From an optimization exercise on the open Yosys and OpenROAD flow, aimed at small area and a short achievable clock period; shortcuts taken in it are not production practice. The RTL was checked by simulation tests, not by an equivalence proof against the original design.

==> flow/design.v (outline; a module is shown in full before it is edited, if it fits) <==
// module fp_add: 86 lines
// module fp_opinfo: 18 lines
// module fp_mulr: 41 lines
// module mul18: 1650 lines
// module fa_cell: 6 lines
// module mlt_cplx: 27 lines
module mlt_cplx(in1, in2, op, clock);
  // ...
==> flow/flow/run.sh <==
#!/bin/bash
# Layout flow for this design.
#  1. Synthesis: the standard flow's own synthesis script (ORFS synth.tcl, hierarchical
#     as set in config.mk), changed so that only the full adders of the
#     multiplier arrays (module fa_cell) are mapped to adder cells; the rest
#     of the logic is flattened just before ABC, which maps it in one piece
#     with flow/abc.script.  Yosys's early "abc -fast" pass is skipped so
#     that the adders stay as written.  Registers are untouched, so they keep
#     the names and cell types of the standard synthesis.
#  2. Floorplan to finish: the standard steps (standard.sh).
# Each tool's output goes to a log file of its own in this folder.
set -o pipefail
W=$(pwd)
S=$FLOW_HOME/scripts

# synthesis script
sed -e "s|^source \$::env(SCRIPTS_DIR)/synth_preamble.tcl\$|&\nset abc_args [list -script $W/flow/abc.script {*}\$lib_args {*}\$lib_dont_use_args -constr \$::env(OBJECTS_DIR)/abc.constr]|" \
    -e "s|^\(  *\)extract_fa {\*}\[dont_use_extract_fa_args\]\$|\1extract_fa {*}[dont_use_extract_fa_args] fa_cell|" \
    -e "s|^\(  *\)log_cmd abc {\*}\$abc_args\$|\1setattr -mod -unset keep_hierarchy\n\1flatten\n\1hierarchy -top \$::env(DESIGN_NAME)\n\1opt_clean -purge\n&|" \
    $S/synth.tcl > my_synth.tcl
sed -e "s|yosys synth -nofsm -noshare|yosys synth -nofsm -noshare -noabc|" \
    -e "s|^source \$::env(SCRIPTS_DIR)/synth.tcl\$|source $W/my_synth.tcl|" \
    synth_recipe.tcl > my_synth_recipe.tcl
diff $S/synth.tcl my_synth.tcl > my_synth.diff
diff synth_recipe.tcl my_synth_recipe.tcl > my_synth_recipe.diff

# the standard make command, for the synthesis target with the script above
MK=$(grep '^make ' standard.sh | sed -e "s|SYNTH_SCRIPT=[^ ]*|SYNTH_SCRIPT=$W/my_synth_recipe.tcl|" -e 's|"\${@:-finish}"|synth|')
eval "$MK" > synth.log 2>&1 || exit 1

# floorplan to finish: port buffers of plain buffers, and the timing repair
# aiming for extra setup slack (the clock and constraints are unchanged)
export BUFFER_PORTS_ARGS="-buffer_cell sky130_fd_sc_hd__buf_4"
export SETUP_SLACK_MARGIN=$(cat flow/margin.txt)
bash standard.sh > standard.log 2>&1
==> flow/flow/abc.script <==
strash
dch
map -B 0.9
topo
stime -c
buffer -c
upsize -c
dnsize -c
==> flow/flow/margin.txt <==
17
==> flow/standard.sh <==
#!/bin/bash
# synth_recipe.tcl (not shown) runs the flow's synth.tcl, then flattens the netlist and writes it again
# the make line also repeats each setting of config.mk as NAME=value (left out here)
make -C /OpenROAD-flow-scripts/flow DESIGN_CONFIG=/design/flow/config.mk WORK_HOME=/design/flow/orfs CLKGATE_MAP_FILE= SYNTH_SCRIPT=/design/flow/synth_recipe.tcl "${@:-finish}"
==> flow/config.mk <==
export PLATFORM = sky130hd
export DESIGN_NAME = mlt_cplx
export DESIGN_NICKNAME = mlt_cplx
export VERILOG_FILES = /design/flow/design.v
export SDC_FILE = /design/flow/constraint.sdc
export NUM_CORES = 8
export LEC_CHECK = 0
export CAP_MARGIN = 20
export CORE_MARGIN = 2
export CORE_UTILIZATION = 40
export SLEW_MARGIN = 20
export SYNTH_HIERARCHICAL = 1
==> flow/constraint.sdc <==
create_clock -name core_clock -period 35.0 [get_ports {clock}]
set_input_delay 7.0000 -clock core_clock [delete_from_list [all_inputs] [get_ports {clock}]]
set_output_delay 7.0000 -clock core_clock [all_outputs]
set_load 0.01 [all_outputs]
==> flow_summary.ini, run 1 <==
[layout]
n_clock_buffer = 10
buffers = 194
fin_util = 0.4164
antennaDiodeCount = 7
finalNetCount = 11803
final_cells = 12848
inv_count = 1069
buf_share = 0.02066
clk_share = 0.004420

[place]
place_ws_ns = 17.80
portBuffers = 144
dpl-instance-area_um2 = 70150

[status]
status = no timing/DRC/antenna violations

[floorplanning]
num_tap_cells = 2218
die_w_um = 416.5

[critical_path]
crit_family = simple AND/OR/NAND/NOR gates
crit_fanout = 25
worst_ep_arrival_time_ns = 17.23

[cts]
cts_resized = 0
htreeDepth = 3
cts_sinks = 96

[sta]
setup_slack_ns = 18.03
achievable-frequency_ghz = 0.05894
drv_slew = 0

[synth]
syn_area_um2 = 68070
synth_top_family_by_area = simple AND/OR/NAND/NOR gates
synthXorXnorAreaFrac = 0.05679
ys_seq_area_frac = 0.02823
yosysUniqueCellTypes = 78

[detailed_routing]
top_layer = met4
dr.first_iter.drc_count = 5733
==> run 2: changes to the inputs <==
--- a/flow/flow/run.sh
+++ b/flow/flow/run.sh
@@ -4,7 +4,8 @@
 #     as set in config.mk), changed so that only the full adders of the
 #     multiplier arrays (module fa_cell) are mapped to adder cells; the rest
-#     of the logic is flattened just before ABC, which maps it in one piece
-#     with flow/abc.script.  Yosys's early "abc -fast" pass is skipped so
-#     that the adders stay as written.  Registers are untouched, so they keep
+#     of the logic, except the multiplier arrays (module mul18), is
+#     flattened just before ABC, which maps it with flow/abc.script.
+#     Yosys's early "abc -fast" pass is skipped so that the adders stay as
+#     written.  Registers are untouched, so they keep
 #     the names and cell types of the standard synthesis.
 #  2. Floorplan to finish: the standard steps (standard.sh).
@@ -17,5 +18,5 @@
 sed -e "s|^source \$::env(SCRIPTS_DIR)/synth_preamble.tcl\$|&\nset abc_args [list -script $W/flow/abc.script {*}\$lib_args {*}\$lib_dont_use_args -constr \$::env(OBJECTS_DIR)/abc.constr]|" \
     -e "s|^\(  *\)extract_fa {\*}\[dont_use_extract_fa_args\]\$|\1extract_fa {*}[dont_use_extract_fa_args] fa_cell|" \
-    -e "s|^\(  *\)log_cmd abc {\*}\$abc_args\$|\1setattr -mod -unset keep_hierarchy\n\1flatten\n\1hierarchy -top \$::env(DESIGN_NAME)\n\1opt_clean -purge\n&|" \
+    -e "s|^\(  *\)log_cmd abc {\*}\$abc_args\$|\1setattr -mod -unset keep_hierarchy\n\1setattr -mod -set keep_hierarchy 1 mul18\n\1flatten\n\1hierarchy -top \$::env(DESIGN_NAME)\n\1opt_clean -purge\n&|" \
     $S/synth.tcl > my_synth.tcl
 sed -e "s|yosys synth -nofsm -noshare|yosys synth -nofsm -noshare -noabc|" \
==> flow/flow/margin.txt (replaced) <==
18.5
==> run 2 against run 1 <==
First-iteration DRC count grew 2.0%. Non-clock buffer count grew 13. Synthesized cell count grew 6.2%. Core utilization is essentially flat. Synthesized area grew 5.2%. Critical path type unchanged. Critical endpoint is now p_ri[4].
==> flow_summary.ini, run 2 <==
[status]
status = no timing/DRC/antenna violations

[synth]
yosysMostFrequentCell = nand2_1
async_flop_share = 0
yosysTopAreaCell = fa_1
synth_area_leaders = fa_1, nand2_1, nand3_1, inv_1, nor2_1
syn-instance-count = 11566
synth_top_area_share = 0.3042
synth_edf_count = 0
ys.flop_type = dfxtp_1
syn_area_um2 = 71600
synthTopCellsByCount = nand2_1, fa_1, inv_1
ys_seq_area_frac = 0.02684
syn-mean-instance-area_um2 = 6.190
synth-seq-cells = 96
ys_warn_count = 11
yosysUniqueCellTypes = 81

[sta]
drv_slew = 0
finalSetupViolCount = 0
achievable-frequency_ghz = 0.06322
min_period_over_period = 0.4519
hold_viol_final = 0
setup_tns_ns = 0
max_slew_margin = 0.2638
rsz0062_at_grt = false
worst_pin_slew_ns = 1.094
min_period_ns = 15.82

[global_routing]
grt_pass1_wl_um = 407900
grt_pass1_vias = 73681
antenna_found_initial = 5
grt_overflow = 0
track_usage = 0.2813
grt_max_degree = 70

[cts]
cts_tree = built
ctsHoldBuffers = 0
cts_root_buffer = clkbuf_16
cts_sinks = 96
clk_pin_slew_ns = 0.08
htreeDepth = 3
cts.path.max_buffers = 2
numCtsBuffers = 9

[critical_path]
path_buf_inv = 8
endpoint_kind = register
crit_top_cell = nand2_1
worst_ep_arrival_time_ns = 16.06
worst_path_max_delay_cell = fa_1
crit_type = in2reg
required_ns = 35.25
crit_path_start_kind = input port
crit_fanout = 25
crit_family = adder cells
crit_path_max_incr_delay_ns = 0.74

[place]
place_inst = 13622
gp_congestion = 0.9850
place_hpwl_um = 203300
portBuffers = 144

[detailed_routing]
drt_first_pass_iters = 6
routed_wirelength_um = 258400
viasPerCell = 5.442
wire_per_inst_um = 18.93
drc = 0
dr.first_iter.drc_count = 5846
num_vias = 74298
antenna_left = 0

[floorplanning]
dieArea_um2 = 182400
fp.dieH_um = 427.1
core_area_um2 = 178200
die_w_um = 427.1
io-pin-count = 145
num_rows = 155
start_util = 0.4017

[hold_path]
hold_start = in2[47]
min_path_cells = 3
whs_endpoint = p_ir[23]
min_path_type = in2reg

[flow_run]
maxCapViolCount = 0

[layout]
most-common-layout-cells = nand2_1, fa_1, inv_1
final_cells = 13652
finalNetCount = 12472
drive_above_1_share = 0.07430
area_delta_synth_final_pct = 3.649
layout_commonest_cell = nand2_1
fin_util = 0.4164
## run 2: cell families after synthesis
group           Yosys count  synth area share
simple gates           7010            0.4185
buf+inv                1747            0.1004
compound gates         1181           0.09204
fa+ha+maj              1113            0.3077
xor+xnor                399           0.05202
flops                    96           0.02684
mux                      16          0.002237
other cells               4         0.0002096
## run 2: Yosys stat by module (local to each module, per instance)
module | cell area (µm²) | flip-flops and latches
mul18 | 8843 | 0
mlt_cplx | 36220 | 96
## run 2: per-stage QoR
| step | instance area [µm²] | hold slack [ns] | worst slack [ns] |
|---|---|---|---|
| final | 74210 | 7.147 | 19.18 |
| after global routing | 74210 | 7.186 | 18.49 |
| after CTS | 73870 | 7.145 | 18.56 |
| after detailed placement | 73590 | 7.550 | 18.21 |
| after global placement | 73590 | 7.556 | 18.36 |
| after floorplan | 71840 | 7.152 | 20.35 |
## run 2: repair_timing
item,4_1_cts,5_1_grt
resized for setup,1,65
setup endpoints to repair,19,113
cloned,0,3
hold endpoints to repair,0,0
pin swaps,0,3
buffers inserted,0,6
## run 2: worst max-delay path by stage
stage	start	endpoint	cells after the start
2_1_floorplan	in2[20]	p_ii[3]	42
3_3_place_gp	in2[17]	p_ri[9]	41
3_5_place_dp	in2[17]	p_ri[2]	39
4_1_cts	p_ii[22]	op[38]	54
5_1_grt	p_ii[22]	op[38]	62
6_report	in2[16]	p_ri[4]	42
## run 2: final cells by class
class | instances | area, µm²
repair inverters | 1 | 5.005
fillers | 19187 | 104000
clock buffers | 10 | 229.0
repair buffers | 207 | 1624
well taps | 2355 | 2947
inverters | 1183 | 4478
multi-input cells | 9789 | 62940
diodes | 5 | 12.51
flip-flops and latches | 96 | 1927
clock inverters | 6 | 45.04
## run 2: routing by layer
layer,part of all wire,vias to the layer above,GRT usage
met1,0.42,35717,0.3602
met2,0.47,2705,0.4820
met3,0.066,490,0.03543
li1,-,35384,-
met4,0.042,2,0.1066
met5,0.000062,-,0
==> run 3: changes to the inputs <==
==> flow/flow/margin.txt (replaced) <==
20.5
==> run 3 against run 2 <==
Sequential cell count unchanged. Highest routed layer unchanged. Synthesized cell count did not move. Largest cell class unchanged. First-iteration DRC count increased by 4.3%. Critical endpoint is now op[11]. Setup slack improved by 1.2 ns. Global-route usage grew 1.6 points.
==> flow_summary.ini, run 3 <==
[synth]
yosysUniqueCellTypes = 81
ys_seq_area_frac = 0.02684
synth_top_area_share = 0.3042
ys.flop_type = dfxtp_1
yosysTopAreaCell = fa_1
syn-instance-count = 11566
synth_area_leaders = fa_1, nand2_1, nand3_1, inv_1, nor2_1
syn-mean-instance-area_um2 = 6.190
synth-seq-cells = 96
synth_edf_count = 0
yosysMostFrequentCell = nand2_1
async_flop_share = 0
syn_area_um2 = 71600
ys_warn_count = 11
synthTopCellsByCount = nand2_1, fa_1, inv_1

[floorplanning]
fp.dieH_um = 427.1
start_util = 0.4017
io-pin-count = 145
core_area_um2 = 178200
die_w_um = 427.1
dieArea_um2 = 182400
num_rows = 155

[global_routing]
grt_overflow = 0
grt_pass1_wl_um = 427700
track_usage = 0.2972
grt_pass1_vias = 76131
grt_max_degree = 60
antenna_found_initial = 5

[critical_path]
crit_path_start_kind = register
endpoint_kind = output pin
crit_family = simple AND/OR/NAND/NOR gates
path_buf_inv = 12
crit_type = reg2out
worst_ep_arrival_time_ns = 7.57
crit_path_max_incr_delay_ns = 0.40
crit_fanout = 11
required_ns = 28.00
worst_path_max_delay_cell = dfxtp_4

[cts]
clk_pin_slew_ns = 0.07
cts_tree = built
numCtsBuffers = 9
cts.path.max_buffers = 2
cts_root_buffer = clkbuf_16
htreeDepth = 3
cts_sinks = 96
ctsHoldBuffers = 0

[sta]
whs_ns = 7.166
rsz0062_at_grt = true
max_slew_margin = 0.2119
worst_pin_slew_ns = 1.171
min_period_over_period = 0.4164
hold_viol_final = 0
setup_tns_ns = 0
min_period_ns = 14.57
achievable-frequency_ghz = 0.06862
finalSetupViolCount = 0
drv_slew = 0

[detailed_routing]
routed_wirelength_um = 289400
wire_per_inst_um = 20.41
dr.first_iter.drc_count = 6099
drt_first_pass_iters = 6
drc = 0
num_vias = 79006
antenna_left = 0
viasPerCell = 5.571

[place]
place_hpwl_um = 209700
gp_congestion = 1.008
portBuffers = 144

[layout]
antennaDiodeCount = 0
area_delta_synth_final_pct = 23.69
layout_commonest_cell = nand2_1
drive_above_1_share = 0.2456
finalNetCount = 13006
most-common-layout-cells = nand2_1, inv_1, fa_1

[hold_path]
min_path_type = in2reg

[flow_run]
maxCapViolCount = 0

[status]
status = no timing/DRC/antenna violations
## run 3: cell counts after synthesis
No cell type changed its count.
## run 3: area by class of cell
cell class              count  area, µm²
repair inverters           15      121.4
inverters                1183       4800
well taps                2355       2947
repair buffers            688       7166
clock buffers               9      225.2
flip-flops and latches     96       1989
fillers                 17779      89670
clock inverters             7      93.84
multi-input cells        9828      71220
## run 3: what timing repair did
item,CTS,global route
gates resized for setup,836,1845
setup buffers,149,309
cloned,44,40
endpoints found under the setup margin,138,138
pin swaps,163,652
## run 3: cells by family after synthesis
group / share of synthesized area
multiplexers: 0.002237
AND/OR/NAND/NOR: 0.4185
buffers and inverters: 0.1004
XOR/XNOR: 0.05202
adder cells (fa/ha/maj): 0.3077
other: 0.0002096
AO/OA/AOI/OAI: 0.09204
flip-flops: 0.02684
## run 3: per-layer routing
layer	track usage	wire length (µm)	vias up	share of wire
met5	0	26	-	0.000090
met2	0.5262	140400	3245	0.49
met3	0.03152	20860	782	0.072
li1	-	-	36570	-
met1	0.3698	112800	38405	0.39
met4	0.1143	15230	4	0.053
## run 3: worst paths after layout
kind                 start        to  slack [ns]  cells after the start
setup / recovery  p_ir[21]    op[11]       20.43                     57
hold / removal     in2[23]  p_ii[23]        7.17                      3
## run 3: modules after synthesis (local to each module, per instance)
module    copies in the design  cells  area, µm²
mlt_cplx                     1   7430      36220
mul18                        4   1034       8843
## run 3: through the flow
stage,utilization,cell area (µm²),cells,setup slack (ns)
6_report,0.4969,88560,14181,20.43
5_1_grt,0.4969,88560,14181,20.03
4_1_cts,0.4418,78730,13832,20.36
3_5_place_dp,0.4130,73600,13623,18.44
3_3_place_gp,0.4130,73600,13623,18.48
2_1_floorplan,-,71850,11630,20.51
==> run 4: changes to the inputs <==
==> flow/flow/abc.script (replaced) <==
strash
dch
map -B 0.9
topo
stime -c
==> flow/flow/margin.txt (replaced) <==
19.5
==> run 4 against run 3 <==
Routed wire length down 6.6%. Setup slack got worse by 0.48 ns. Critical path depth is 18 lower. Via count shrank 3.3%. Die area is 6.4% lower. Sequential share of layout area up 0.29 points. Synthesized cell count down 4.8%. Count of clock-buffer cells in the layout increased by 1. Non-clock buffer count decreased by 352. Critical endpoint is now p_rr[0].
==> flow_summary.ini, run 4 <==
[status]
status = no timing/DRC/antenna violations

[synth]
synth-seq-cells = 96
ys_warn_count = 11
yosysTopAreaCell = fa_1
syn-instance-count = 11010
ys.flop_type = dfxtp_1
ys_seq_area_frac = 0.02869
synth_area_leaders = fa_1, nand2_1, nand3_1, clkinv_1, nor2_1
syn_area_um2 = 66980
syn-mean-instance-area_um2 = 6.083
yosysMostFrequentCell = nand2_1
yosysUniqueCellTypes = 47
synth_edf_count = 0
async_flop_share = 0
synthTopCellsByCount = nand2_1, clkinv_1, nor2_1
synth_top_area_share = 0.3252

[hold_path]
min_path_cells = 3
min_path_type = in2reg

[floorplanning]
die_w_um = 413.2
fp.dieH_um = 413.2
dieArea_um2 = 170700
core_area_um2 = 166700
start_util = 0.4019
io-pin-count = 145
num_rows = 150

[detailed_routing]
num_vias = 76362
antenna_left = 0
wire_per_inst_um = 19.77
drt_first_pass_iters = 10
dr.first_iter.drc_count = 6698
drc = 0
routed_wirelength_um = 270200
viasPerCell = 5.587

[cts]
htreeDepth = 3
ctsHoldBuffers = 0
clk_pin_slew_ns = 0.07
cts.path.max_buffers = 2
cts_root_buffer = clkbuf_16
numCtsBuffers = 9
cts_sinks = 96
cts_tree = built

[sta]
achievable-frequency_ghz = 0.06644
min_period_ns = 15.05
worst_pin_slew_ns = 1.259
min_period_over_period = 0.4300
drv_slew = 0
finalSetupViolCount = 0
rsz0062_at_grt = false
setup_tns_ns = 0
max_slew_margin = 0.1545
hold_viol_final = 0

[global_routing]
grt_max_degree = 55
grt_pass1_wl_um = 414900
grt_overflow = 0
grt_pass1_vias = 73444
antenna_found_initial = 9
track_usage = 0.3092

[critical_path]
required_ns = 35.20
crit_path_start_kind = input port
endpoint_kind = register
worst_ep_arrival_time_ns = 15.25
crit_top_cell = nand2_1
crit_type = in2reg
crit_path_max_incr_delay_ns = 0.70
worst_path_max_delay_cell = fa_1
crit_fanout = 38

[place]
place_hpwl_um = 203300
portBuffers = 144
gp_congestion = 1.005

[layout]
drive_above_1_share = 0.09477
layout_commonest_cell = nand2_1
area_delta_synth_final_pct = 14.27
finalNetCount = 12639
most-common-layout-cells = nand2_1, clkinv_1, fa_1

[flow_run]
maxCapViolCount = 0
-- run 4: cell types whose count changed in the layout (fill, tap and decap cells not counted), moves of 232 or more --
cell      previous run  this run
nand3_2            302        42
nand3_1            657       962
nand2_1           3931      4420
inv_1              993         0
nand2_2            468       104
nor2_1             705       937
clkinv_1             8      1110
-- run 4: final cells by class --
type	instances	area, µm²
tap	2204	2758
clock buffer	10	229.0
multi-input combinational	9825	63890
antenna	6	15.01
sequential	96	1939
clock inverter	6	67.56
timing repair inverter	3	22.52
inverter	1183	4664
timing repair buffer	336	2950
fill	17771	90120
-- run 4: worst paths after layout --
kind	startpoint	to	slack, ns
worst max-delay path	in1[32]	p_rr[0]	19.95
worst min-delay path	in1[23]	p_ir[23]	7.05
-- run 4: logic make-up after synthesis --
kind of cell    after synthesis  share of synthesized area
compound gates             1181                    0.09628
xor+xnor                    399                    0.05270
fa+ha+maj                  1113                     0.3289
buf+inv                    1191                    0.06720
flops                        96                    0.02869
mux                          16                   0.002391
other cells                   4                  0.0002241
simple gates               7010                     0.4236
-- run 4: Yosys stat by module, one instance, submodules excluded --
module	times used	area (µm²)
mlt_cplx	1	33770
mul18	4	8302
-- run 4: repair_timing --
item,CTS,global route
pin swaps,32,109
gates resized for setup,351,654
gates cloned,22,22
setup endpoints to repair,140,138
hold endpoints to repair,0,0
setup buffers,31,115
-- run 4: layer usage --
metal	wire length, µm	global-route usage
met1	114100	0.4154
met2	125300	0.5136
met3	20750	0.03776
met4	10030	0.1039
met5	25	0
-- run 4: critical path: cells and delay by family --
kind                     cells  cell delay, ns
adder cells (fa/ha/maj)      6            3.14
AND/OR/NAND/NOR             21            2.53
buffers and inverters        5            1.19
AO/OA/AOI/OAI                4            0.77
XOR/XNOR                     3            0.57
-- run 4: metrics by stage --
step / area [µm²] / hold WS [ns] / worst slack, ns / instances / util
detailed placement: 71490 / 7.433 / 15.72 / 13457 / 0.4290
finish: 76540 / 7.047 / 19.95 / 13669 / 0.4592
CTS: 73380 / 7.043 / 19.50 / 13526 / 0.4403
floorplan: 67370 / 7.152 / 19.50 / 11074 / -
global route: 76540 / 7.025 / 19.39 / 13669 / 0.4592
global placement: 71490 / 7.434 / 15.59 / 13457 / 0.4290
==> run 5: changes to the inputs <==
==> flow/flow/abc.script (replaced) <==
strash
dch
map -B 0.9
topo
stime -c
buffer -c
upsize -c
dnsize -c
==> flow/flow/margin.txt (replaced) <==
19.0
==> run 5 against run 4 <==
Still clean on timing, DRC and antenna. Sequential cell count is the same. Routed wire length shrank 3.9%. Fmax shrank 2.0%. Count of clock-buffer cells in the layout is the same. Setup slack lost 0.31 ns. Critical path depth grew 3. Cell count is essentially flat. Die area grew 6.8%. Global-route usage shrank 2.8 points.
==> flow_summary.ini, run 5 <==
[synth]
ys_seq_area_frac = 0.02684
ys_warn_count = 11
syn_area_um2 = 71600
syn-mean-instance-area_um2 = 6.190
yosysTopAreaCell = fa_1
yosysUniqueCellTypes = 81
yosysMostFrequentCell = nand2_1
syn-instance-count = 11566
synth-seq-cells = 96
synthTopCellsByCount = nand2_1, fa_1, inv_1
synth_top_area_share = 0.3042
synth_area_leaders = fa_1, nand2_1, nand3_1, inv_1, nor2_1
async_flop_share = 0
ys.flop_type = dfxtp_1
synth_edf_count = 0

[sta]
max_slew_margin = 0.2690
setup_slack_ns = 19.64
min_period_over_period = 0.4390
finalSetupViolCount = 0
achievable-frequency_ghz = 0.06508
hold_viol_final = 0
rsz0062_at_grt = false
setup_tns_ns = 0
drv_slew = 0
worst_pin_slew_ns = 1.086
min_period_ns = 15.36

[place]
dpl-instance-area_um2 = 73590
place_hpwl_um = 203300
portBuffers = 144
place_ws_ns = 18.21
gp_congestion = 0.9850

[global_routing]
antenna_found_initial = 6
grt_overflow = 0
grt_max_degree = 70
grt_pass1_vias = 73691
track_usage = 0.2813
grt_pass1_wl_um = 407900

[hold_path]
min_path_type = in2reg

[cts]
clk_pin_slew_ns = 0.08
htreeDepth = 3
numCtsBuffers = 9
cts.path.max_buffers = 2
cts_root_buffer = clkbuf_16
cts_sinks = 96
cts_tree = built

[detailed_routing]
antenna_left = 0
wire_per_inst_um = 18.98
routed_wirelength_um = 259600
viasPerCell = 5.444
dr.first_iter.drc_count = 6194
drt_first_pass_iters = 6
drc = 0
num_vias = 74451

[critical_path]
crit_type = in2reg
crit_family = adder cells
endpoint_kind = register
crit_path_start_kind = input port
crit_path_end = p_ii[16]
worst_path_max_delay_cell = o21ai_0
crit_top_cell = nand2_1
required_ns = 35.25
crit_fanout = 23
cp.depth = 42
crit_start = in2[22]
crit_path_max_incr_delay_ns = 0.65
worst_ep_arrival_time_ns = 15.62
path_buf_inv = 7

[floorplanning]
start_util = 0.4017
io-pin-count = 145
die_w_um = 427.1
num_rows = 155
dieArea_um2 = 182400
core_area_um2 = 178200
fp.dieH_um = 427.1

[layout]
finalNetCount = 12495
area_delta_synth_final_pct = 4.461
layout_commonest_cell = nand2_1
most-common-layout-cells = nand2_1, fa_1, inv_1
fin_area_um2 = 74790
drive_above_1_share = 0.07936
fin_util = 0.4196

[flow_run]
maxCapViolCount = 0

[status]
status = no timing/DRC/antenna violations
-- run 5: cell count changes in the layout (fill, tap and decap cells not counted), sizes merged --
cell and change:
and2b -1, buf -110, bufinv -1, clkbuf -3, clkinv -1117, clkinvlp -4, inv +1121, nand2 -21
nand3 -9, nor2b +1
-- run 5: what timing repair did --
item,CTS,global route
cloned,0,10
endpoints found under the setup margin,65,138
setup buffers,0,22
pin swaps,0,11
resized for setup,17,155
hold buffers,0,0
endpoints found under the hold margin,0,0
-- run 5: Yosys stat by module (local to each module, per instance) --
| module | cell area, µm² | cells | flops+latches |
|---|---|---|---|
| mul18 | 8843 | 1034 | 0 |
| mlt_cplx | 36220 | 7430 | 96 |
-- run 5: worst min-delay path by stage --
stage	slack [ns]	depth (start not counted)	from	end
2_1_floorplan	7.15	2	in2[23]	p_ii[23]
3_3_place_gp	7.56	3	in1[23]	p_ir[23]
3_5_place_dp	7.55	3	in1[23]	p_ir[23]
4_1_cts	7.15	3	in1[23]	p_ir[23]
5_1_grt	7.19	3	in1[23]	p_ir[23]
6_report	7.11	3	in2[47]	p_ir[23]
-- run 5: metal layers --
layer	vias to the layer above	GRT usage	share of wire
met5	-	0	0.000062
met4	2	0.1069	0.039
met3	478	0.03536	0.066
met2	2802	0.4819	0.47
met1	35724	0.3604	0.42
li1	35445	-	-
-- run 5: per-stage QoR --
stage                     hold slack (ns)  cells
final                               7.113  13676
after detailed placement            7.550  13622
after CTS                           7.145  13638
after global placement              7.556  13622
after floorplan                     7.152  11630
after global routing                7.186  13674
-- run 5: kinds of logic after synthesis --
group,share of synthesized area
AOI/OAI and AO/OA,0.09204
xor gates and xnor gates,0.05202
adders and majority gates,0.3077
buffers and inverters,0.1004
DFF,0.02684
muxes,0.002237
other,0.0002096
and+or+nand+nor,0.4185
-- run 5: area by class of cell --
type | instances | area [µm²]
well taps | 2355 | 2947
repair inverters | 2 | 13.76
multi-input cells | 9795 | 63290
repair buffers | 223 | 1799
fillers | 19162 | 103400
diodes | 6 | 15.01
flip-flops and latches | 96 | 1933
clock buffers | 10 | 229.0
inverters | 1183 | 4517
clock inverters | 6 | 45.04
==> run 6: changes to the inputs <==
==> flow/flow/margin.txt (replaced) <==
19.5
--- a/flow/config.mk
+++ b/flow/config.mk
@@ -9,4 +9,5 @@
 export CORE_MARGIN = 2
 export CORE_UTILIZATION = 40
+export PLACE_DENSITY = 0.75
 export SLEW_MARGIN = 20
 export SYNTH_HIERARCHICAL = 1
==> run 6 against run 5 <==
Critical endpoint is now p_ii[22]. Critical path type unchanged. Via count is 0.47% higher. First-iteration DRC count is 10% higher. Fmax is 2.0% higher. Synthesized area stayed put. Setup slack better by 0.30 ns.
==> flow_summary.ini, run 6 <==
[status]
status = no timing/DRC/antenna violations

[detailed_routing]
antenna_left = 0
dr.first_iter.drc_count = 6832
wl_met1_um = 98020
num_vias = 74798
routed_wirelength_um = 244800
top_layer = met4
wire_per_inst_um = 17.84
wl_met3_um = 20790
drt_first_pass_iters = 8
wl_met2_um = 114100
viasPerCell = 5.451
drc = 0

[global_routing]
grt_pass1_vias = 71473
antenna_found_initial = 2
track_usage = 0.2630
grt_pass1_wl_um = 385000
grt_overflow = 0
grt_max_degree = 60

[floorplanning]
start_util = 0.4017
io-pin-count = 145
dieArea_um2 = 182400
num_rows = 155
die_w_um = 427.1
core_area_um2 = 178200
fp.dieH_um = 427.1

[hold_path]
min_path_cells = 3
hold_start = in1[47]
min_path_type = in2reg
whs_endpoint = p_ri[23]

[sta]
drv_slew = 0
finalSetupViolCount = 0
min_period_ns = 15.06
min_period_over_period = 0.4303
setup_tns_ns = 0
max_slew_margin = 0.2609
worst_pin_slew_ns = 1.081
rsz0062_at_grt = false
whs_ns = 7.155
setup_slack_ns = 19.94
achievable-frequency_ghz = 0.06640
hold_viol_final = 0

[cts]
cts_root_buffer = clkbuf_16
htreeDepth = 3
cts.path.max_buffers = 2
cts_sinks = 96
clk_pin_slew_ns = 0.07
numCtsBuffers = 9
ctsHoldBuffers = 0
cts_tree = built

[layout]
layout_commonest_cell = nand2_1
fill_cells = 18715
most-common-layout-cells = nand2_1, fa_1, inv_1
fin_util = 0.4259
area_delta_synth_final_pct = 6.013
finalNetCount = 12545
drive_above_1_share = 0.09195
final_cells = 13722
fin_area_um2 = 75900

[critical_path]
crit_path_max_incr_delay_ns = 0.58
worst_ep_arrival_time_ns = 15.29
crit_path_start_kind = input port
endpoint_kind = register
crit_top_cell = nand2_1
crit_fanout = 23
required_ns = 35.23
worst_path_max_delay_cell = fa_1
crit_type = in2reg

[synth]
ys_seq_area_frac = 0.02684
yosysTopAreaCell = fa_1
yosysUniqueCellTypes = 81
synth_edf_count = 0
synth-seq-cells = 96
ys_warn_count = 11
yosysMostFrequentCell = nand2_1
syn_area_um2 = 71600
synth_top_area_share = 0.3042
async_flop_share = 0
synthTopCellsByCount = nand2_1, fa_1, inv_1
synth_area_leaders = fa_1, nand2_1, nand3_1, inv_1, nor2_1
ys.flop_type = dfxtp_1
syn-instance-count = 11566
syn-mean-instance-area_um2 = 6.190

[place]
portBuffers = 144
place_hpwl_um = 189300
dpl-instance-area_um2 = 73480
place_ws_ns = 18.83
gp_congestion = 1.039
place_inst = 13607

[flow_run]
maxCapViolCount = 0
==> run 6: how the worst max path moves through the flow <==
stage / start / to / slack [ns]
finish: in2[18] / p_ii[22] / 19.94
global route: p_ri[21] / op[8] / 19.41
CTS: in2[18] / p_ii[16] / 19.50
detailed placement: in2[18] / p_ii[16] / 18.83
global placement: in2[42] / p_rr[11] / 18.92
floorplan: in2[20] / p_ii[3] / 20.35
==> run 6: per-layer routing <==
| layer | global-route usage | vias up |
|---|---|---|
| met1 | 0.3353 | 35132 |
| met2 | 0.4465 | 3443 |
| met3 | 0.03646 | 660 |
| met4 | 0.1075 | 0 |
| li1 | - | 35563 |
| met5 | 0 | - |
==> run 6: Yosys stat by module (local to each module, per instance) <==
module | cell area [µm²] | cells inside | times used
mul18 | 8843 | 1034 | 4
mlt_cplx | 36220 | 7430 | 1
==> run 6: final cells by class <==
cell class / instances / area, µm² / area share
diodes: 2 / 5.005 / 0.00006594
well taps: 2355 / 2947 / 0.03882
flip-flops and latches: 96 / 1929 / 0.02542
clock buffers: 9 / 225.2 / 0.002967
repair buffers: 261 / 2205 / 0.02905
repair inverters: 2 / 17.52 / 0.0002308
clock inverters: 7 / 67.56 / 0.0008901
inverters: 1183 / 4564 / 0.06013
multi-input cells: 9807 / 63940 / 0.8424
==> run 6: cells by family (layout without fill, tap and decap cells) <==
kind of cell	after synthesis	count (layout)	synth area share
buffers and inverters	1747	1462	0.1004
muxes	16	16	0.002237
and+or+nand+nor	7010	7028	0.4185
xor gates and xnor gates	399	399	0.05202
AOI/OAI and AO/OA	1181	1183	0.09204
DFF	96	96	0.02684
adders and majority gates	1113	1113	0.3077
other	4	70	0.0002096
==> run 6: repair_timing <==
action,4_1_cts,5_1_grt
hold endpoints to repair,0,0
setup endpoints to repair,97,138
setup buffers,4,70
gates cloned,1,21
pin swaps,3,40
gates resized for setup,42,345
==> run 6: critical path, delay by kind of cell <==
kind / cells / cell delay, ns
AO/OA/AOI/OAI: 6 / 1.64
XOR/XNOR: 2 / 0.38
adder cells (fa/ha/maj): 6 / 2.88
buffers and inverters: 7 / 0.84
AND/OR/NAND/NOR: 20 / 2.46
==> run 7: changes to the inputs <==
==> flow/flow/margin.txt (replaced) <==
19.0
==> run 7 against run 6 <==
Cell count shrank 0.48%. Synthesized cell count unchanged. Sequential cell count did not move. Core utilization shrank 0.78 points. Worst hold slack got worse by 0.0059 ns. Synthesized area did not move. Global-route usage hardly changed. Fmax decreased by 2.9%. Die area did not move. Design area is 1.8% lower. Critical path type unchanged.
==> flow_summary.ini, run 7 <==
[synth]
syn-instance-count = 11566
yosysTopAreaCell = fa_1
ys_warn_count = 11
synthTopCellsByCount = nand2_1, fa_1, inv_1
synth_edf_count = 0
ys_seq_area_frac = 0.02684
syn_area_um2 = 71600
synth-seq-cells = 96
syn-mean-instance-area_um2 = 6.190
synth_area_leaders = fa_1, nand2_1, nand3_1, inv_1, nor2_1
ys.flop_type = dfxtp_1
async_flop_share = 0
yosysMostFrequentCell = nand2_1
yosysUniqueCellTypes = 81
synth_top_area_share = 0.3042

[global_routing]
grt_overflow = 0
track_usage = 0.2628
grt_pass1_wl_um = 384500
antenna_found_initial = 2
grt_max_degree = 70
grt_pass1_vias = 71329

[place]
place_hpwl_um = 189300
place_inst = 13607
portBuffers = 144
gp_congestion = 1.039

[status]
status = no timing/DRC/antenna violations

[sta]
whs_ns = 7.149
min_period_ns = 15.51
achievable-frequency_ghz = 0.06449
setup_tns_ns = 0
min_period_over_period = 0.4431
rsz0062_at_grt = true
finalSetupViolCount = 0
worst_pin_slew_ns = 1.120
hold_viol_final = 0
max_slew_margin = 0.2527
drv_slew = 0

[critical_path]
worst_ep_arrival_time_ns = 15.73
crit_path_start_kind = input port
crit_type = in2reg
worst_path_max_delay_cell = fa_1
crit_fanout = 23
endpoint_kind = register
crit_path_max_incr_delay_ns = 0.58
crit_top_cell = nand2_1
required_ns = 35.23

[layout]
final_cells = 13656
layout_commonest_cell = nand2_1
most-common-layout-cells = nand2_1, fa_1, inv_1
drive_above_1_share = 0.07673
area_delta_synth_final_pct = 4.068
finalNetCount = 12479
fin_util = 0.4181

[detailed_routing]
viasPerCell = 5.424
drc = 0
antenna_left = 0
num_vias = 74071
routed_wirelength_um = 241600
dr.first_iter.drc_count = 6967
wire_per_inst_um = 17.69
drt_first_pass_iters = 8

[flow_run]
maxCapViolCount = 0

[floorplanning]
num_rows = 155
core_area_um2 = 178200
fp.dieH_um = 427.1
die_w_um = 427.1
dieArea_um2 = 182400
start_util = 0.4017
io-pin-count = 145

[cts]
numCtsBuffers = 9
htreeDepth = 3
cts.path.max_buffers = 2
ctsHoldBuffers = 0
cts_tree = built
clk_pin_slew_ns = 0.07
cts_root_buffer = clkbuf_16
cts_sinks = 96

[hold_path]
min_path_cells = 3
min_path_type = in2reg
-- run 7: cell families (layout without fill, tap and decap cells) --
logic type,after synthesis,count (layout),synth area share
compound gates,1181,1181,0.09204
mux,16,16,0.002237
flops,96,96,0.02684
other cells,4,70,0.0002096
xor+xnor,399,399,0.05202
fa+ha+maj,1113,1113,0.3077
simple gates,7010,7015,0.4185
buf+inv,1747,1411,0.1004
-- run 7: final timing paths --
| kind | from | endpoint |
|---|---|---|
| worst min-delay path | in1[23] | p_ir[23] |
| worst max-delay path | in2[18] | p_ii[18] |
-- run 7: layout make-up --
type                    instances  area, µm²
well taps                    2355       2947
multi-input cells            9792      63150
diodes                          2      5.005
clock inverters                 7      67.56
repair inverters                1      5.005
fillers                     18908     103700
inverters                    1183       4508
clock buffers                   9      225.2
flip-flops and latches         96       1924
repair buffers                211       1677
-- run 7: what timing repair did --
item | in CTS | in global routing
resized for setup | 4 | 131
endpoints found under the setup margin | 36 | 137
pin swaps | 0 | 7
setup buffers | 0 | 24
cloned | 0 | 6
-- run 7: critical path, delay by kind of cell --
family	cells	cell delay [ns]
buffers and inverters	4	0.64
adders and majority gates	6	2.88
and+or+nand+nor	19	2.93
xor gates and xnor gates	2	0.39
AOI/OAI and AO/OA	6	1.77
-- run 7: Yosys stat by module (local to each module, per instance) --
| module | area [µm²] | cells inside | copies in the design | flip-flops and latches |
|---|---|---|---|---|
| mlt_cplx | 36220 | 7430 | 1 | 96 |
| mul18 | 8843 | 1034 | 4 | 0 |
-- run 7: per-stage QoR --
stage               setup WS (ns)  area (µm²)
floorplan                   20.35       71840
global placement            18.92       73480
detailed placement          18.83       73480
CTS                         19.01       73780
global route                18.97       74510
finish                      19.49       74510
-- run 7: metal layers --
| metal | track usage | wire length [µm] |
|---|---|---|
| met1 | 0.3350 | 97050 |
| met2 | 0.4463 | 112700 |
| met3 | 0.03678 | 20310 |
| met4 | 0.1066 | 11550 |
| met5 | 0 | 0 |
==> run 8: changes to the inputs <==
==> flow/flow/margin.txt (replaced) <==
19.5
--- a/flow/config.mk
+++ b/flow/config.mk
@@ -9,5 +9,4 @@
 export CORE_MARGIN = 2
 export CORE_UTILIZATION = 40
-export PLACE_DENSITY = 0.75
 export SLEW_MARGIN = 20
 export SYNTH_HIERARCHICAL = 1
==> run 8 against run 7 <==
Sequential cell count unchanged. Fmax grew 3.0%. Routed wire length rose by 8.7%. Highest routed layer unchanged.
==> flow_summary.ini, run 8 <==
[status]
status = no timing/DRC/antenna violations

[sta]
hold_viol_final = 0
achievable-frequency_ghz = 0.06640
finalSetupViolCount = 0
rsz0062_at_grt = true
drv_slew = 0
setup_slack_ns = 19.94
min_period_over_period = 0.4303
worst_pin_slew_ns = 1.090
max_slew_margin = 0.2669
whs_ns = 7.214
min_period_ns = 15.06
setup_tns_ns = 0

[layout]
most-common-layout-cells = nand2_1, fa_1, inv_1
seq_area_um2 = 1942
area_delta_synth_final_pct = 6.950
drive_above_1_share = 0.09720
final_cells = 13759
finalNetCount = 12579
layout_commonest_cell = nand2_1
fin_area_um2 = 76570
fill_cells = 19007
fin_util = 0.4296
multi_input_area_um2 = 64140

[synth]
synth_area_leaders = fa_1, nand2_1, nand3_1, inv_1, nor2_1
yosysMostFrequentCell = nand2_1
syn_area_um2 = 71600
syn-instance-count = 11566
yosysTopAreaCell = fa_1
ys_warn_count = 11
synth_edf_count = 0
ys.flop_type = dfxtp_1
synth_top_area_share = 0.3042
synth-seq-cells = 96
synthTopCellsByCount = nand2_1, fa_1, inv_1
yosysUniqueCellTypes = 81
syn-mean-instance-area_um2 = 6.190
async_flop_share = 0
ys_seq_area_frac = 0.02684

[critical_path]
worst_ep_arrival_time_ns = 15.36
path_buf_inv = 7
crit_fanout = 12
crit_start = in2[18]
crit_top_cell = nand2_1
crit_family = adder cells
crit_path_start_kind = input port
worst_path_max_delay_cell = fa_1
required_ns = 35.30
crit_path_max_incr_delay_ns = 0.56
endpoint_kind = register
crit_type = in2reg

[place]
place_ws_ns = 18.21
place_inst = 13622
place_hpwl_um = 203300
portBuffers = 144
gp_congestion = 0.9850
dpl-instance-area_um2 = 73590

[cts]
cts_sinks = 96
cts.path.max_buffers = 2
htreeDepth = 3
cts_root_buffer = clkbuf_16
ctsHoldBuffers = 0
clk_pin_slew_ns = 0.08
numCtsBuffers = 9
cts_tree = built

[global_routing]
antenna_found_initial = 4
grt_overflow = 0
use_met1 = 0.3617
track_usage = 0.2821
grtUsageMet2 = 0.4829
grt_pass1_vias = 73893
grt_pass1_wl_um = 409100
use_met3 = 0.03475
grt_max_degree = 60
top_usage_layer = met2

[detailed_routing]
wire_per_inst_um = 19.09
antenna_left = 0
viasPerCell = 5.453
dr.first_iter.drc_count = 5867
drc = 0
routed_wirelength_um = 262700
num_vias = 75026
drt_first_pass_iters = 8

[floorplanning]
dieArea_um2 = 182400
core_area_um2 = 178200
io-pin-count = 145
fp.dieH_um = 427.1
start_util = 0.4017
die_w_um = 427.1
num_rows = 155

[hold_path]
min_path_type = in2reg
hold_start = in2[47]

[flow_run]
maxCapViolCount = 0
## run 8: changes by cell type in the layout (fill, tap and decap cells not counted), moves of 18 or more
cell,change
buf_4,+48
nor2_1,-36
nand2_1,-34
nand2_2,+27
nor2_4,+25
o21ai_0,-23
buf_12,+19
nand3_1,-18
## run 8: final cells by class
cell class / count / area share
antenna: 5 / 0.0001634
tap: 2355 / 0.03848
inverter: 1183 / 0.05992
timing repair inverter: 4 / 0.0003922
multi-input combinational: 9808 / 0.8376
timing repair buffer: 292 / 0.03451
sequential: 96 / 0.02536
clock buffer: 10 / 0.002990
clock inverter: 6 / 0.0005882
## run 8: repair_timing
action                                  CTS  global route
hold endpoints to repair                  0             0
endpoints found under the setup margin  137           138
setup buffers                             6            82
pin swaps                                 5            48
gates resized for setup                  77           382
cloned                                    3            25
## run 8: path summary, 6_finish.rpt
check	to	slack, ns	cells after the start
worst min-delay path	p_ir[23]	7.21	3
worst max-delay path	p_ii[16]	19.94	44
## run 8: cells by family (layout without fill, tap and decap cells)
| logic type | count (synthesis) | in the layout | share of synthesized area |
|---|---|---|---|
| AO/OA/AOI/OAI | 1181 | 1183 | 0.09204 |
| XOR/XNOR | 399 | 399 | 0.05202 |
| AND/OR/NAND/NOR | 7010 | 7029 | 0.4185 |
| flip-flops | 96 | 96 | 0.02684 |
| other | 4 | 73 | 0.0002096 |
| adder cells (fa/ha/maj) | 1113 | 1113 | 0.3077 |
| multiplexers | 16 | 16 | 0.002237 |
| buffers and inverters | 1747 | 1495 | 0.1004 |
## run 8: per-module statistics from Yosys (local to each module, per instance)
| module | cells | cell area, µm² | flops+latches |
|---|---|---|---|
| mul18 | 1034 | 8843 | 0 |
| mlt_cplx | 7430 | 36220 | 96 |
## run 8: layer usage
metal / routed length (µm) / vias up
li1: - / 35641
met1: 109600 / 36011
met2: 124200 / 2838
met3: 17810 / 536
met4: 11060 / 0
met5: 0 / -
## run 8: tightest hold or removal path, cell delays in order
cell     delay (ns)
buf_4          0.09
xnor2_1        0.26
nor2_1         0.16
==> run 9: changes to the inputs <==
--- a/flow/config.mk
+++ b/flow/config.mk
@@ -8,5 +8,5 @@
 export CAP_MARGIN = 20
 export CORE_MARGIN = 2
-export CORE_UTILIZATION = 40
+export CORE_UTILIZATION = 55
 export SLEW_MARGIN = 20
 export SYNTH_HIERARCHICAL = 1
==> run 9 against run 8 <==
Still clean on timing, DRC and antenna. Count of clock-buffer cells in the layout decreased by 1. Routed wire length is 4.9% lower. Synthesized cell count unchanged. Largest cell class unchanged.
==> flow_summary.ini, run 9 <==
[status]
status = no timing/DRC/antenna violations

[synth]
syn_area_um2 = 71600
synthTopCellsByCount = nand2_1, fa_1, inv_1
synth_edf_count = 0
syn-instance-count = 11566
ys_warn_count = 11
synth_top_area_share = 0.3042
ys.flop_type = dfxtp_1
yosysMostFrequentCell = nand2_1
yosysUniqueCellTypes = 81
syn-mean-instance-area_um2 = 6.190
ys_seq_area_frac = 0.02684
yosysTopAreaCell = fa_1
async_flop_share = 0
synth_area_leaders = fa_1, nand2_1, nand3_1, inv_1, nor2_1
synth-seq-cells = 96

[critical_path]
worst_path_max_delay_cell = a21oi_1
crit_path_start_kind = register
worst_ep_arrival_time_ns = 8.06
crit_fanout = 16
crit_path_max_incr_delay_ns = 0.37
required_ns = 28.00
crit_start = p_ri[21]
endpoint_kind = output pin
crit_type = reg2out
crit_top_cell = nand2_1

[floorplanning]
num_rows = 132
die_w_um = 364.8
dieArea_um2 = 133100
io-pin-count = 145
fp.dieH_um = 364.8
core_area_um2 = 129300
start_util = 0.5536

[layout]
fin_util = 0.5822
finalNetCount = 12537
layout_commonest_cell = nand2_1
fill_cells = 13079
most-common-layout-cells = nand2_1, fa_1, inv_1
final_cells = 13104
area_delta_synth_final_pct = 5.154
drive_above_1_share = 0.09369

[sta]
finalSetupViolCount = 0
setup_tns_ns = 0
min_period_over_period = 0.4302
hold_viol_final = 0
min_period_ns = 15.06
worst_pin_slew_ns = 1.106
rsz0062_at_grt = true
drv_slew = 0
whs_ns = 7.008
achievable-frequency_ghz = 0.06642
max_slew_margin = 0.2549

[cts]
cts.path.max_buffers = 2
htreeDepth = 3
cts_sinks = 96
ctsHoldBuffers = 0
clk_pin_slew_ns = 0.06
cts_root_buffer = clkbuf_16
cts_tree = built
numCtsBuffers = 9

[detailed_routing]
routed_wirelength_um = 249700
drt_first_pass_iters = 8
drc = 0
antenna_left = 0
num_vias = 75487
dr.first_iter.drc_count = 6952
viasPerCell = 5.761
wire_per_inst_um = 19.05

[place]
place_hpwl_um = 190800
portBuffers = 144
gp_congestion = 1.035
place_inst = 12997

[global_routing]
grt_max_degree = 75
track_usage = 0.3670
antenna_found_initial = 6
grt_pass1_vias = 72420
grt_overflow = 0
grt_pass1_wl_um = 387600

[hold_path]
min_path_type = in2reg
hold_start = in1[23]

[flow_run]
maxCapViolCount = 0
==> run 9: cell counts after synthesis <==
Identical to the previous run, type by type.
==> run 9: Yosys stat by module (local to each module, per instance) <==
module    area (µm²)  cells  times used
mul18           8843   1034           4
mlt_cplx       36220   7430           1
==> run 9: logic make-up (layout without fill, tap and decap cells) <==
family	Yosys count	after routing	share of synthesized area
buffers and inverters	1747	1459	0.1004
other	4	73	0.0002096
AO/OA/AOI/OAI	1181	1181	0.09204
adder cells (fa/ha/maj)	1113	1113	0.3077
multiplexers	16	16	0.002237
AND/OR/NAND/NOR	7010	7025	0.4185
flip-flops	96	96	0.02684
XOR/XNOR	399	399	0.05202
==> run 9: cell type report <==
cell class / count / area (µm²) / share of cell area
Inverter: 1183 / 4572 / 0.06073
Timing Repair Buffer: 258 / 2258 / 0.03000
Multi-Input combinational cell: 9802 / 64030 / 0.8504
Sequential cell: 96 / 1936 / 0.02571
Tap cell: 1742 / 2180 / 0.02895
Clock buffer: 9 / 225.2 / 0.002991
Antenna cell: 5 / 12.51 / 0.0001662
Timing Repair inverter: 2 / 17.52 / 0.0002327
Clock inverter: 7 / 61.31 / 0.0008143
==> run 9: worst paths after layout <==
path | cells after the start | slack (ns) | to
worst min-delay path | 3 | 7.01 | p_ir[23]
worst max-delay path | 55 | 19.94 | op[18]
==> run 9: timing repair <==
action / CTS / global route
endpoints found under the setup margin: 131 / 138
pin swaps: 5 / 33
gates resized for setup: 41 / 373
setup buffers: 8 / 57
gates cloned: 2 / 18
==> run 9: stage by stage <==
stage          cell area, µm²  worst slack [ns]
2_1_floorplan           71840             20.35
3_3_place_gp            72730             18.68
3_5_place_dp            72730             18.67
4_1_cts                 73300             19.53
5_1_grt                 75280             19.41
6_report                75290             19.94
==> run 9: routing by layer <==
layer / up-vias / global-route usage / wire, µm
met5: - / 0 / 13
met4: 2 / 0.1680 / 13060
met3: 679 / 0.05551 / 22860
met2: 3575 / 0.6078 / 114700
met1: 35660 / 0.4730 / 99030
li1: 35571 / - / -
==> run 9: worst max-delay path, delay by kind of cell, from the launching register on <==
kind,cells,cell delay (ns)
AO/OA/AOI/OAI,3,0.69
flip-flops,1,0.32
buffers and inverters,5,0.70
AND/OR/NAND/NOR,47,5.97
==> run 10: changes to the inputs <==
--- a/flow/config.mk
+++ b/flow/config.mk
@@ -9,4 +9,5 @@
 export CORE_MARGIN = 2
 export CORE_UTILIZATION = 55
+export PLACE_DENSITY = 0.75
 export SLEW_MARGIN = 20
 export SYNTH_HIERARCHICAL = 1
==> run 10 against run 9 <==
First-iteration DRC count is 3.7% higher. Synthesized cell count stayed put. Still clean on timing, DRC and antenna. Synthesized area stayed put. Global-route usage is 0.43 points higher. Count of clock-buffer cells in the layout stayed put. Sequential cell count stayed put. Critical path type is now in2reg. Non-clock buffer count stayed put. Cell count hardly changed. Die area stayed put. Worst hold slack better by 0.12 ns.
==> flow_summary.ini, run 10 <==
[sta]
rsz0062_at_grt = false
finalSetupViolCount = 0
setup_tns_ns = 0
min_period_ns = 15.04
worst_pin_slew_ns = 1.159
whs_ns = 7.133
max_slew_margin = 0.2250
hold_viol_final = 0
achievable-frequency_ghz = 0.06651
min_period_over_period = 0.4296
setup_slack_ns = 19.96
drv_slew = 0

[global_routing]
grt_overflow = 0
track_usage = 0.3713
grt_pass1_wl_um = 392700
antenna_found_initial = 13
grt_max_degree = 60
grt_pass1_vias = 72687

[synth]
syn-instance-count = 11566
syn-mean-instance-area_um2 = 6.190
syn_area_um2 = 71600
synth_top_area_share = 0.3042
ys.flop_type = dfxtp_1
ys_seq_area_frac = 0.02684
synth-seq-cells = 96
synth_area_leaders = fa_1, nand2_1, nand3_1, inv_1, nor2_1
async_flop_share = 0
yosysTopAreaCell = fa_1
ys_warn_count = 11
yosysMostFrequentCell = nand2_1
yosysUniqueCellTypes = 81
synthTopCellsByCount = nand2_1, fa_1, inv_1
synth_edf_count = 0

[detailed_routing]
antenna_left = 0
drc = 0
num_vias = 76063
wire_per_inst_um = 19.33
dr.first_iter.drc_count = 7207
routed_wirelength_um = 253400
drt_first_pass_iters = 8
viasPerCell = 5.801

[place]
place_hpwl_um = 193900
dpl-instance-area_um2 = 72710
place_inst = 12994
place_ws_ns = 18.65
portBuffers = 144
gp_congestion = 1.017

[floorplanning]
start_util = 0.5536
fp.dieH_um = 364.8
core_area_um2 = 129300
io-pin-count = 145
die_w_um = 364.8
num_rows = 132
dieArea_um2 = 133100

[layout]
layout_commonest_cell = nand2_1
most-common-layout-cells = nand2_1, fa_1, inv_1
finalNetCount = 12544
fill_cells = 12932
multi_input_area_um2 = 64130
drive_above_1_share = 0.09486
area_delta_synth_final_pct = 5.185
fin_util = 0.5824
final_cells = 13111
fin_area_um2 = 75310
seq_area_um2 = 1947

[cts]
clk_pin_slew_ns = 0.09
htreeDepth = 3
cts_root_buffer = clkbuf_16
ctsHoldBuffers = 0
numCtsBuffers = 9
cts_sinks = 96
cts.path.max_buffers = 2
cts_tree = built

[critical_path]
worst_ep_arrival_time_ns = 15.30
crit_path_max_incr_delay_ns = 0.67
crit_type = in2reg
endpoint_kind = register
crit_fanout = 39
crit_family = adder cells
crit_top_cell = nand2_1
worst_path_max_delay_cell = fa_1
path_buf_inv = 6
crit_path_start_kind = input port
required_ns = 35.27

[status]
status = no timing/DRC/antenna violations

[flow_run]
maxCapViolCount = 0

[hold_path]
min_path_type = in2reg
==> run 10: timing repair <==
| action | CTS | global route |
|---|---|---|
| gates resized for setup | 56 | 354 |
| gates cloned | 3 | 22 |
| pin swaps | 6 | 39 |
| setup endpoints to repair | 120 | 138 |
| setup buffers | 8 | 63 |
==> run 10: path summary, 6_finish.rpt <==
| path | cells past startpoint | start | endpoint | slack (ns) |
|---|---|---|---|---|
| setup / recovery | 42 | in2[13] | p_ri[1] | 19.96 |
| hold / removal | 3 | in1[23] | p_ir[23] | 7.13 |
==> run 10: cell families (layout without fill, tap and decap cells) <==
group / Yosys count / in the layout / synth area share
buffers and inverters: 1747 / 1459 / 0.1004
and+or+nand+nor: 7010 / 7032 / 0.4185
DFF: 96 / 96 / 0.02684
muxes: 16 / 16 / 0.002237
adders and majority gates: 1113 / 1113 / 0.3077
AOI/OAI and AO/OA: 1181 / 1181 / 0.09204
xor gates and xnor gates: 399 / 399 / 0.05202
other: 4 / 73 / 0.0002096
==> run 10: final cells by class <==
cell class | instances | area share
multi-input cells | 9809 | 0.8516
inverters | 1183 | 0.06074
well taps | 1742 | 0.02894
repair buffers | 258 | 0.02846
flip-flops and latches | 96 | 0.02585
clock buffers | 9 | 0.002991
clock inverters | 7 | 0.001080
repair inverters | 2 | 0.0001828
diodes | 5 | 0.0001661
==> run 10: layer usage <==
metal  GRT usage  vias to the layer above  wire length, µm
li1            -                    35566                -
met1      0.4785                    35798           100200
met2      0.5967                     3920           113100
met3     0.07737                      761            25850
met4      0.1741                       18            14130
met5    0.001452                        -              110
==> run 10: modules after synthesis, one instance, submodules excluded <==
module / flops+latches / cells inside
mlt_cplx: 96 / 7430
mul18: 0 / 1034
==> run 11: changes to the inputs <==
--- a/flow/flow/run.sh
+++ b/flow/flow/run.sh
@@ -32,5 +32,5 @@
 # floorplan to finish: port buffers of plain buffers, and the timing repair
 # aiming for extra setup slack (the clock and constraints are unchanged)
-export BUFFER_PORTS_ARGS="-buffer_cell sky130_fd_sc_hd__buf_4"
+export BUFFER_PORTS_ARGS="-buffer_cell sky130_fd_sc_hd__buf_2"
 export SETUP_SLACK_MARGIN=$(cat flow/margin.txt)
 bash standard.sh > standard.log 2>&1
--- a/flow/config.mk
+++ b/flow/config.mk
@@ -8,6 +8,5 @@
 export CAP_MARGIN = 20
 export CORE_MARGIN = 2
-export CORE_UTILIZATION = 55
-export PLACE_DENSITY = 0.75
+export CORE_UTILIZATION = 40
 export SLEW_MARGIN = 20
 export SYNTH_HIERARCHICAL = 1
==> run 11 against run 10 <==
Die area is 37% higher. Cell count increased by 5.2%. Synthesized area is the same. First-iteration DRC count is 6.7% lower. Sequential cell count unchanged. Worst hold slack better by 0.023 ns. Routed wire length grew 5.5%. Via count is 1.0% lower. Fmax decreased by 0.20%. Highest routed layer unchanged.
==> flow_summary.ini, run 11 <==
[synth]
synthTopCellsByCount = nand2_1, fa_1, inv_1
ys.flop_type = dfxtp_1
yosysTopAreaCell = fa_1
yosysUniqueCellTypes = 81
syn-instance-count = 11566
ys_seq_area_frac = 0.02684
syn-mean-instance-area_um2 = 6.190
async_flop_share = 0
ys_warn_count = 11
syn_area_um2 = 71600
synth_area_leaders = fa_1, nand2_1, nand3_1, inv_1, nor2_1
synth_top_area_share = 0.3042
yosysMostFrequentCell = nand2_1
synth-seq-cells = 96
synth_edf_count = 0

[sta]
min_period_over_period = 0.4305
drv_slew = 0
rsz0062_at_grt = false
min_period_ns = 15.07
max_slew_margin = 0.2408
hold_viol_final = 0
setup_tns_ns = 0
worst_pin_slew_ns = 1.136
finalSetupViolCount = 0
achievable-frequency_ghz = 0.06637

[critical_path]
required_ns = 35.26
crit_fanout = 39
worst_ep_arrival_time_ns = 15.33
worst_path_max_delay_cell = xor2_1
endpoint_kind = register
crit_path_max_incr_delay_ns = 0.64
crit_top_cell = nand2_1
crit_path_start_kind = input port
crit_type = in2reg

[cts]
cts_tree = built
cts_root_buffer = clkbuf_16
numCtsBuffers = 9
htreeDepth = 3
cts.path.max_buffers = 2
clk_pin_slew_ns = 0.07
cts_sinks = 96

[layout]
finalNetCount = 12618
most-common-layout-cells = nand2_1, fa_1, inv_1
layout_commonest_cell = nand2_1
area_delta_synth_final_pct = 6.968
drive_above_1_share = 0.09915
fin_area_um2 = 76590

[floorplanning]
start_util = 0.4017
fp.dieH_um = 427.1
die_w_um = 427.1
core_area_um2 = 178200
dieArea_um2 = 182400
num_rows = 155
io-pin-count = 145

[status]
status = no timing/DRC/antenna violations

[global_routing]
grt_pass1_wl_um = 409400
track_usage = 0.2847
grt_max_degree = 75
antenna_found_initial = 18
grt_overflow = 0
grt_pass1_vias = 73043

[hold_path]
min_path_cells = 3
whs_endpoint = p_ir[23]
hold_start = in1[23]
min_path_type = in2reg

[place]
portBuffers = 144
dpl-instance-area_um2 = 73580
place_hpwl_um = 205600
gp_congestion = 0.9814

[detailed_routing]
routed_wirelength_um = 267200
antenna_left = 0
drc = 0
wire_per_inst_um = 19.36
drt_first_pass_iters = 9
dr.first_iter.drc_count = 6725
viasPerCell = 5.455
num_vias = 75269

[flow_run]
maxCapViolCount = 0
-- run 11: timing repair --
item,in CTS,in global routing
hold buffers,0,0
setup buffers,8,69
pin swaps,5,55
endpoints found under the setup margin,138,138
gates cloned,3,28
gates resized for setup,65,397
-- run 11: layer usage --
| layer | global-route usage | vias to the layer above | wire length [µm] |
|---|---|---|---|
| met5 | 0 | - | 27 |
| met4 | 0.1059 | 4 | 12090 |
| met3 | 0.04449 | 579 | 21110 |
| met2 | 0.4758 | 3102 | 123000 |
| met1 | 0.3701 | 35869 | 111000 |
| li1 | - | 35715 | - |
-- run 11: logic make-up (layout without fill, tap and decap cells) --
kind of cell    Yosys count  count (layout)  synth area share
simple gates           7010            7027            0.4185
buf+inv                1747            1534            0.1004
fa+ha+maj              1113            1113            0.3077
mux                      16              16          0.002237
xor+xnor                399             399           0.05202
other cells               4              75         0.0002096
compound gates         1181            1184           0.09204
flops                    96              96           0.02684
-- run 11: worst max-delay path by stage --
stage	end	cells after the start	slack (ns)	startpoint
CTS	p_ri[3]	40	19.51	in2[5]
global route	op[14]	52	19.43	p_ri[20]
detailed placement	p_ri[3]	45	18.62	in2[14]
floorplan	p_ii[3]	42	20.35	in2[20]
finish	p_rr[9]	42	19.93	in1[24]
global placement	p_ri[4]	44	18.75	in2[14]
-- run 11: area by class of cell --
class	count	area [µm²]
Timing Repair inverter	3	25.02
Tap cell	2355	2947
Multi-Input combinational cell	9807	64040
Clock buffer	10	239.0
Sequential cell	96	1939
Fill cell	18947	101600
Clock inverter	5	86.33
Timing Repair Buffer	333	2711
Antenna cell	7	17.52
Inverter	1183	4581
-- run 11: per-stage QoR --
step | setup WS [ns] | instances | util | hold slack, ns
floorplan | 20.35 | 11630 | - | 7.152
global placement | 18.75 | 13669 | 0.4128 | 7.564
detailed placement | 18.62 | 13669 | 0.4128 | 7.556
CTS | 19.51 | 13695 | 0.4167 | 7.157
global route | 19.43 | 13795 | 0.4297 | 7.171
finish | 19.93 | 13799 | 0.4297 | 7.156
-- run 11: per-module statistics from Yosys, one instance, submodules excluded --
module | cells | times used | area (µm²)
mlt_cplx | 7430 | 1 | 36220
mul18 | 1034 | 4 | 8843
-- run 11: worst max-delay path: cells and delay by family --
| kind | cells | cell delay [ns] |
|---|---|---|
| buf+inv | 6 | 0.68 |
| xor+xnor | 2 | 0.80 |
| compound gates | 5 | 1.15 |
| simple gates | 23 | 2.74 |
| fa+ha+maj | 6 | 2.95 |

## what the ideal ports hide
No port has a modelled driver above. Below, the same layouts with a new extraction and two added sets of constraints. Step 1, drivers: a clkbuf_16 drives clock and a buf_2 each remaining input, both assumed. Step 2 moves the port delays by t, midway between the first and last clock arrival at a register: inputs arrive t later, outputs are due t later. That takes back most of the time a late clock gives input paths. Three values: no drivers, after step 1, after step 2; two values: the first two.
| run | shift t [ns] | slack for setup (ns) | hold WS [ns] | worst register clock-pin slew, ns | worst data-port slew with drivers (ns) |
|---|---|---|---|---|---|
| run 1 | 0.409 | 18.035 / 17.995 / 17.586 | 6.988 / 6.959 / 7.368 | 0.07 / 0.07 | 0.24 |
| run 2 | 0.423 | 19.183 / 19.145 / 18.722 | 7.147 / 7.118 / 7.541 | 0.08 / 0.08 | 0.16 |
| run 3 | 0.429 | 20.426 / 20.362 / 20.076 | 7.166 / 7.128 / 7.558 | 0.09 / 0.09 | 0.25 |
| run 4 | 0.429 | 19.949 / 19.884 / 19.454 | 7.047 / 7.011 / 7.440 | 0.07 / 0.07 | 0.25 |
| run 5 | 0.425 | 19.635 / 19.595 / 19.170 | 7.113 / 7.083 / 7.508 | 0.08 / 0.08 | 0.16 |
| run 6 | 0.422 | 19.939 / 19.918 / 19.543 | 7.155 / 7.118 / 7.540 | 0.07 / 0.07 | 0.12 |
| run 7 | 0.427 | 19.493 / 19.520 / 19.093 | 7.149 / 7.112 / 7.540 | 0.07 / 0.07 | 0.12 |
| run 8 | 0.427 | 19.939 / 19.907 / 19.480 | 7.214 / 7.182 / 7.609 | 0.08 / 0.08 | 0.15 |
| run 9 | 0.412 | 19.944 / 19.891 / 19.521 | 7.008 / 6.990 / 7.403 | 0.07 / 0.07 | 0.15 |
| run 10 | 0.427 | 19.964 / 19.969 / 19.541 | 7.133 / 7.108 / 7.535 | 0.09 / 0.09 | 0.20 |
| run 11 | 0.428 | 19.934 / 19.902 / 19.545 | 7.156 / 7.117 / 7.545 | 0.07 / 0.07 | 0.15 |
After both steps setup and hold are still met in every run listed. For run 4, which loses most, drivers alone change the setup slack by -0.065 ns; drivers and shift together by -0.495 ns.
